Source: an optimization exercise on an open RTL-to-GDS flow (aim: small area, a short achievable clock period and few clock cycles). Production flows keep margins and buffers that such runs may drop. Function was checked by simulation only, so behaviour that the tests miss may differ from the original. Power and IR drop assume default switching activity.

==> inputs of run a <==
==> flow/design.v <==
module Instruction_Decoder(
  input        pend,
  input  [2:0] in_n, in_m,    
  input  [2:0] ir_n, ir_m,    
  input        en_n, en_m,    
  input  [7:0] busy,          
  output [7:0] sel_n, sel_m,  
  output       fwd_n, fwd_m   
);
wire [7:0] dn = pend ? (8'd1 << ir_n) : (8'd1 << in_n);
wire [7:0] dm = pend ? (8'd1 << ir_m) : (8'd1 << in_m);
assign sel_n = dn & ~busy & {8{en_n}};
assign sel_m = dm & ~busy & {8{en_m}};
assign fwd_n = |(dn & busy) & en_n;
assign fwd_m = |(dm & busy) & en_m;
endmodule
module ALU(
  input  [15:0] p,       
  input  [15:0] g,       
  input         inv,     
  input         a15,     
  input         is_and,  
  input         wc,      
  input         cmp,     
  input  [15:0] c,       
  input  [2:0]  nvz,     
  output [15:0] res,     
  output [15:0] out_n,   
  output [2:0]  nvz_n    
);
wire [15:0] gl [0:4];
wire [15:0] pl [0:4];
assign gl[0] = g;
assign pl[0] = p;
genvar l, i;
generate
  for (l = 0; l < 4; l = l + 1) begin : lvl
    for (i = 0; i < 16; i = i + 1) begin : bt
      if (i >= (1 << l)) begin : comb
        assign gl[l+1][i] = gl[l][i] | (pl[l][i] & gl[l][i - (1 << l)]);
        assign pl[l+1][i] = pl[l][i] & pl[l][i - (1 << l)];
      end else begin : pass
        assign gl[l+1][i] = gl[l][i];
        assign pl[l+1][i] = pl[l][i];
      end
    end
  end
endgenerate
wire [15:0] cy = {gl[4][14:0], 1'b0};
wire [15:0] r0 = is_and ? g : (p ^ {16{inv}});
wire [15:0] r1 = is_and ? g : ~(p ^ {16{inv}});
wire [15:0] o0 = wc ? r0 : c;
wire [15:0] o1 = wc ? r1 : c;
genvar k;
generate
  for (k = 0; k < 16; k = k + 1) begin : sel
    assign res[k]   = cy[k] ? r1[k] : r0[k];
    assign out_n[k] = cy[k] ? o1[k] : o0[k];
  end
endgenerate
wire r15 = ~(p[15] ^ cy[15]);
assign nvz_n = cmp ? {r15, p[15] & (r15 ^ a15), &p} : nvz;
endmodule
module cpu(clk,reset,s,load,in,out,N,V,Z,w);
input clk, reset, s, load;
input [15:0] in;
output [15:0] out;
output N, V, Z, w;
reg [15:0] ir;
reg [15:0] R [0:7];
reg pending;
always @(posedge clk) begin
  if (load) ir <= in;
  pending <= s & ~load & ~reset;
end
wire [15:0] ins = pending ? ir : in;
wire [2:0] opcode = ins[15:13];
wire [1:0] op = ins[12:11];
wire [2:0] rn = ins[10:8];
wire [2:0] rd = ins[7:5];
wire [1:0] sh = ins[4:3];
wire [2:0] rm = ins[2:0];
wire go = ((s & load) | pending) & ~reset;
wire is_movi = (opcode == 3'b110) & (op == 2'b10);
wire is_mov  = (opcode == 3'b110) & (op == 2'b00);
wire is_alu  = (opcode == 3'b101);
wire is_cmp  = is_alu & (op == 2'b01);
wire is_and  = is_alu & (op == 2'b10);
wire writes_c = is_mov | (is_alu & (op != 2'b01));
wire use_a   = is_alu & (op != 2'b11);    
wire inv     = is_alu & op[0];
reg [15:0] p2, g2;
reg a15_2, inv2, and2, wr2, wc2, cmp2;
reg [2:0] wa2;
reg [15:0] c;
reg [2:0] nvz;
wire [15:0] res, out_n;
wire [2:0] nvz_n;
wire [7:0] busy = {8{wr2}} & (8'd1 << wa2);
wire [7:0] sel_n, sel_m;
wire fwd_n, fwd_m;
Instruction_Decoder dec(.pend(pending), .in_n(in[10:8]), .in_m(in[2:0]),
  .ir_n(ir[10:8]), .ir_m(ir[2:0]), .en_n(1'b1), .en_m(1'b1), .busy(busy),
  .sel_n(sel_n), .sel_m(sel_m), .fwd_n(fwd_n), .fwd_m(fwd_m));
reg [15:0] a, bs;
integer k;
always @(*) begin
  a  = {16{fwd_n}} & res;
  bs = {16{fwd_m}} & res;
  for (k = 0; k < 8; k = k + 1) begin
    a  = a  | ({16{sel_n[k]}} & R[k]);
    bs = bs | ({16{sel_m[k]}} & R[k]);
  end
end
wire sh_n = ~is_movi & (sh == 2'b00);    
wire sh_l = ~is_movi & (sh == 2'b01);    
wire sh_r = ~is_movi & sh[1];            
wire sh_a = ~is_movi & (sh == 2'b11);    
wire [15:0] b = ({16{sh_n}} & bs) | ({16{sh_l}} & {bs[14:0], 1'b0}) |
                ({16{sh_r}} & {1'b0, bs[15:1]}) | {sh_a & bs[15], 15'd0};
wire [15:0] imm = {{8{ins[7]}}, ins[7:0]};
wire [15:0] x0 = is_movi ? imm : {16{inv}};
wire [15:0] x1 = is_movi ? imm : {16{use_a ^ inv}};
reg  [15:0] x;
always @(*)
  for (k = 0; k < 16; k = k + 1)
    x[k] = a[k] ? x1[k] : x0[k];
always @(posedge clk) begin
  p2    <= x ^ b;
  g2    <= x & b;
  a15_2 <= a[15];
  inv2  <= inv;
  and2  <= is_and;
  wr2   <= go & (is_movi | writes_c);
  wc2   <= go & writes_c;
  cmp2  <= go & is_cmp;
  wa2   <= is_movi ? rn : rd;
end
ALU alu(.p(p2), .g(g2), .inv(inv2), .a15(a15_2), .is_and(and2), .wc(wc2),
        .cmp(cmp2), .c(c), .nvz(nvz), .res(res), .out_n(out_n), .nvz_n(nvz_n));
always @(posedge clk) begin
  if (wr2) R[wa2] <= res;
  c   <= out_n;
  nvz <= nvz_n;
end
assign out = out_n;
assign {N, V, Z} = nvz_n;
assign w = ~pending;
endmodule
==> flow/flow/run.sh <==
#!/bin/bash
# The standard layout, with plain buffers (rather than the delay cells
# buffer_ports picks by default) on the input and output ports.
set -euo pipefail
bash standard.sh BUFFER_PORTS_ARGS="-buffer_cell sky130_fd_sc_hd__buf_2" finish > standard.log 2>&1
==> flow/standard.sh <==
#!/bin/bash
# synth_recipe.tcl (not shown) runs the flow's synth.tcl, then flattens the netlist and writes it again
# the make line also repeats each setting of config.mk as NAME=value (left out here)
make -C /OpenROAD-flow-scripts/flow DESIGN_CONFIG=/design/flow/config.mk WORK_HOME=/design/flow/orfs CLKGATE_MAP_FILE= SYNTH_SCRIPT=/design/flow/synth_recipe.tcl "${@:-finish}"
==> flow/config.mk <==
export PLATFORM = sky130hd
export DESIGN_NAME = cpu
export DESIGN_NICKNAME = cpu
export VERILOG_FILES = /design/flow/design.v
export SDC_FILE = /design/flow/constraint.sdc
export NUM_CORES = 4
export LEC_CHECK = 0
export CAP_MARGIN = 20
export CORE_MARGIN = 2
export CORE_UTILIZATION = 40
export CTS_BUF_LIST = sky130_fd_sc_hd__clkbuf_8
export CTS_CLUSTER_DIAMETER = 60
export CTS_CLUSTER_SIZE = 20
export SETUP_SLACK_MARGIN = 2.5
export SLEW_MARGIN = 20
export SYNTH_HIERARCHICAL = 1
export TNS_END_PERCENT = 0
==> flow/constraint.sdc <==
create_clock -name core_clock -period 5.5 [get_ports {clk}]
set_input_delay 1.1000 -clock core_clock [delete_from_list [all_inputs] [get_ports {clk}]]
set_output_delay 1.1000 -clock core_clock [all_outputs]
set_load 0.01 [all_outputs]
==> run b (differences from run a) <==
==> flow/design.v, changed modules only <==
module cpu(clk,reset,s,load,in,out,N,V,Z,w);
input clk, reset, s, load;
input [15:0] in;
output [15:0] out;
output N, V, Z, w;
reg [15:0] ir;
reg [15:0] c;
reg [2:0] nvz;
reg [15:0] R [0:7];
always @(posedge clk)
  if (load) ir <= in;
wire [15:0] ins = load ? in : ir;
wire [2:0] opcode = ins[15:13];
wire [1:0] op = ins[12:11];
wire [2:0] rn = ins[10:8];
wire [2:0] rd = ins[7:5];
wire [1:0] sh = ins[4:3];
wire [2:0] rm = ins[2:0];
wire go = s & ~reset;
wire is_movi = (opcode == 3'b110) & (op == 2'b10);
wire is_mov  = (opcode == 3'b110) & (op == 2'b00);
wire is_alu  = (opcode == 3'b101);
wire is_cmp  = is_alu & (op == 2'b01);
wire wr_c    = go & (is_mov | (is_alu & (op != 2'b01)));
wire wr_rf   = wr_c | (go & is_movi);
wire [2:0] wa = is_movi ? rn : rd;
wire [15:0] a  = R[rn];
wire [15:0] bs = R[rm];
reg  [15:0] b;
always @(*)
  case (sh)
    2'b00: b = bs;
    2'b01: b = {bs[14:0], 1'b0};
    2'b10: b = {1'b0, bs[15:1]};
    default: b = {bs[15], bs[15:1]};
  endcase
wire [15:0] x = (op[1] & op[0]) ? 16'd0 : a;
wire [15:0] y = op[0] ? ~b : b;
wire [15:0] sum = x + y + {15'd0, op[0]};
reg [15:0] res;
always @(*)
  if (!is_alu) res = b;
  else if (op == 2'b10) res = a & b;
  else res = sum;
wire [15:0] wd = is_movi ? {{8{ins[7]}}, ins[7:0]} : res;
always @(posedge clk) begin
  if (wr_rf) R[wa] <= wd;
  if (wr_c) c <= res;
  if (go & is_cmp)
    nvz <= {sum[15], (~a[15] & ~b[15] & sum[15]) | (a[15] & b[15] & ~sum[15]), a == b};
end
assign out = c;
assign {N, V, Z} = nvz;
assign w = 1'b1;
endmodule
// module Instruction_Decoder removed
// module ALU removed
==> flow/run.sh (new file) <==
#!/bin/bash
# synth_recipe.tcl (not shown) runs the flow's synth.tcl, then flattens the netlist and writes it again
# the make line also repeats each setting of config.mk as NAME=value (left out here)
make -C /OpenROAD-flow-scripts/flow DESIGN_CONFIG=/design/flow/config.mk WORK_HOME=/design/flow/orfs CLKGATE_MAP_FILE= SYNTH_SCRIPT=/design/flow/synth_recipe.tcl finish
==> flow/config.mk (replaced) <==
export PLATFORM = sky130hd
export DESIGN_NAME = cpu
export DESIGN_NICKNAME = cpu
export VERILOG_FILES = /design/flow/design.v
export SDC_FILE = /design/flow/constraint.sdc
export NUM_CORES = 4
export LEC_CHECK = 0
export CAP_MARGIN = 20
export CORE_MARGIN = 2
export CORE_UTILIZATION = 40
export SLEW_MARGIN = 20
removed: flow/flow/run.sh
removed: flow/standard.sh
==> results.txt <==
                                                                             run b           run a
Worst setup endpoint                                                      R[2][15]          out[9]
Maximum number of pins on one net before global-route repair                    23              28
Chip width                                                                  158 µm          162 µm
Sink of the worst hold path                                                 ir[13]            c[4]
Number of flip-flops and latches in the synthesized netlist                    163             205
Simple logic cell fraction of the synthesized area                           0.105           0.104
Share of the yosys chip area belonging to registers                          0.502           0.553
M1 WL                                                                     12000 µm        12100 µm
Final std cells w/o fill                                                      1275            1234
Portion of synthesized cell area occupied by the leading cell type           0.468           0.431
Minimum clock period after layout                                          5.30 ns         3.69 ns
Leakage component of the power                                             4.66 nW         4.00 nW
Layout overhead on the synthesized area                                      28.2%           13.1%
Nets@finish                                                                    995             930
Storage cell area                                                         4730 µm²        5560 µm²
Violation count after the first detailed-routing iteration                     730            1095
Total wirelength of the detailed-routed design                            26500 µm        29400 µm
Clk Latency, worst-skew pair                                               0.44 ns         0.56 ns
Max Fclk                                                                   189 MHz         271 MHz
CP Launch Point                                                              in[0]           p2[4]
Outcome                                                             finished clean  finished clean
Post-Place Worst Slack                                                   -0.588 ns         1.67 ns
Logic power comb                                                           1.45 mW          775 µW
Complex-gate fraction of the synthesized area                                0.105           0.206
Sequential portion of the cell area                                          0.391           0.490
Testbench counts of run a, summed over its fixed seeds: cycles 24,064.
Testbench counts of run b, summed over its fixed seeds: cycles 24,064.

## port drivers added, routing unchanged
Ports are ideal in the flow. The routed layouts listed here were re-timed in OpenROAD. Step 1 assumes that a clkbuf_16 drives the clock port and a buf_2 every other input. Step 2 moves the port delays by t, midway between the first and last clock arrival at a register: inputs arrive t later, outputs are due t later. That takes back most of the time a late clock gives input paths. Slacks: no drivers / after step 1 / after step 2; pairs: no drivers / after step 1.
run | shift t [ns] | setup slack, ns | hold WS [ns] | worst setup path at the end | slew at the worst register clock pin (ns)
run a | 0.587 | 1.807 / 1.766 / 1.527 | 0.468 / 0.468 / 0.468 | input to register | 0.12 / 0.12
run b | 0.481 | 0.199 / 0.221 / -0.260 | 0.493 / 0.493 / 0.493 | input to register | 0.07 / 0.07
With both steps, setup timing fails in run b, where it was met with ideal ports. For run b, which loses most, drivers alone change the setup slack by +0.022 ns; drivers and shift together by -0.459 ns.
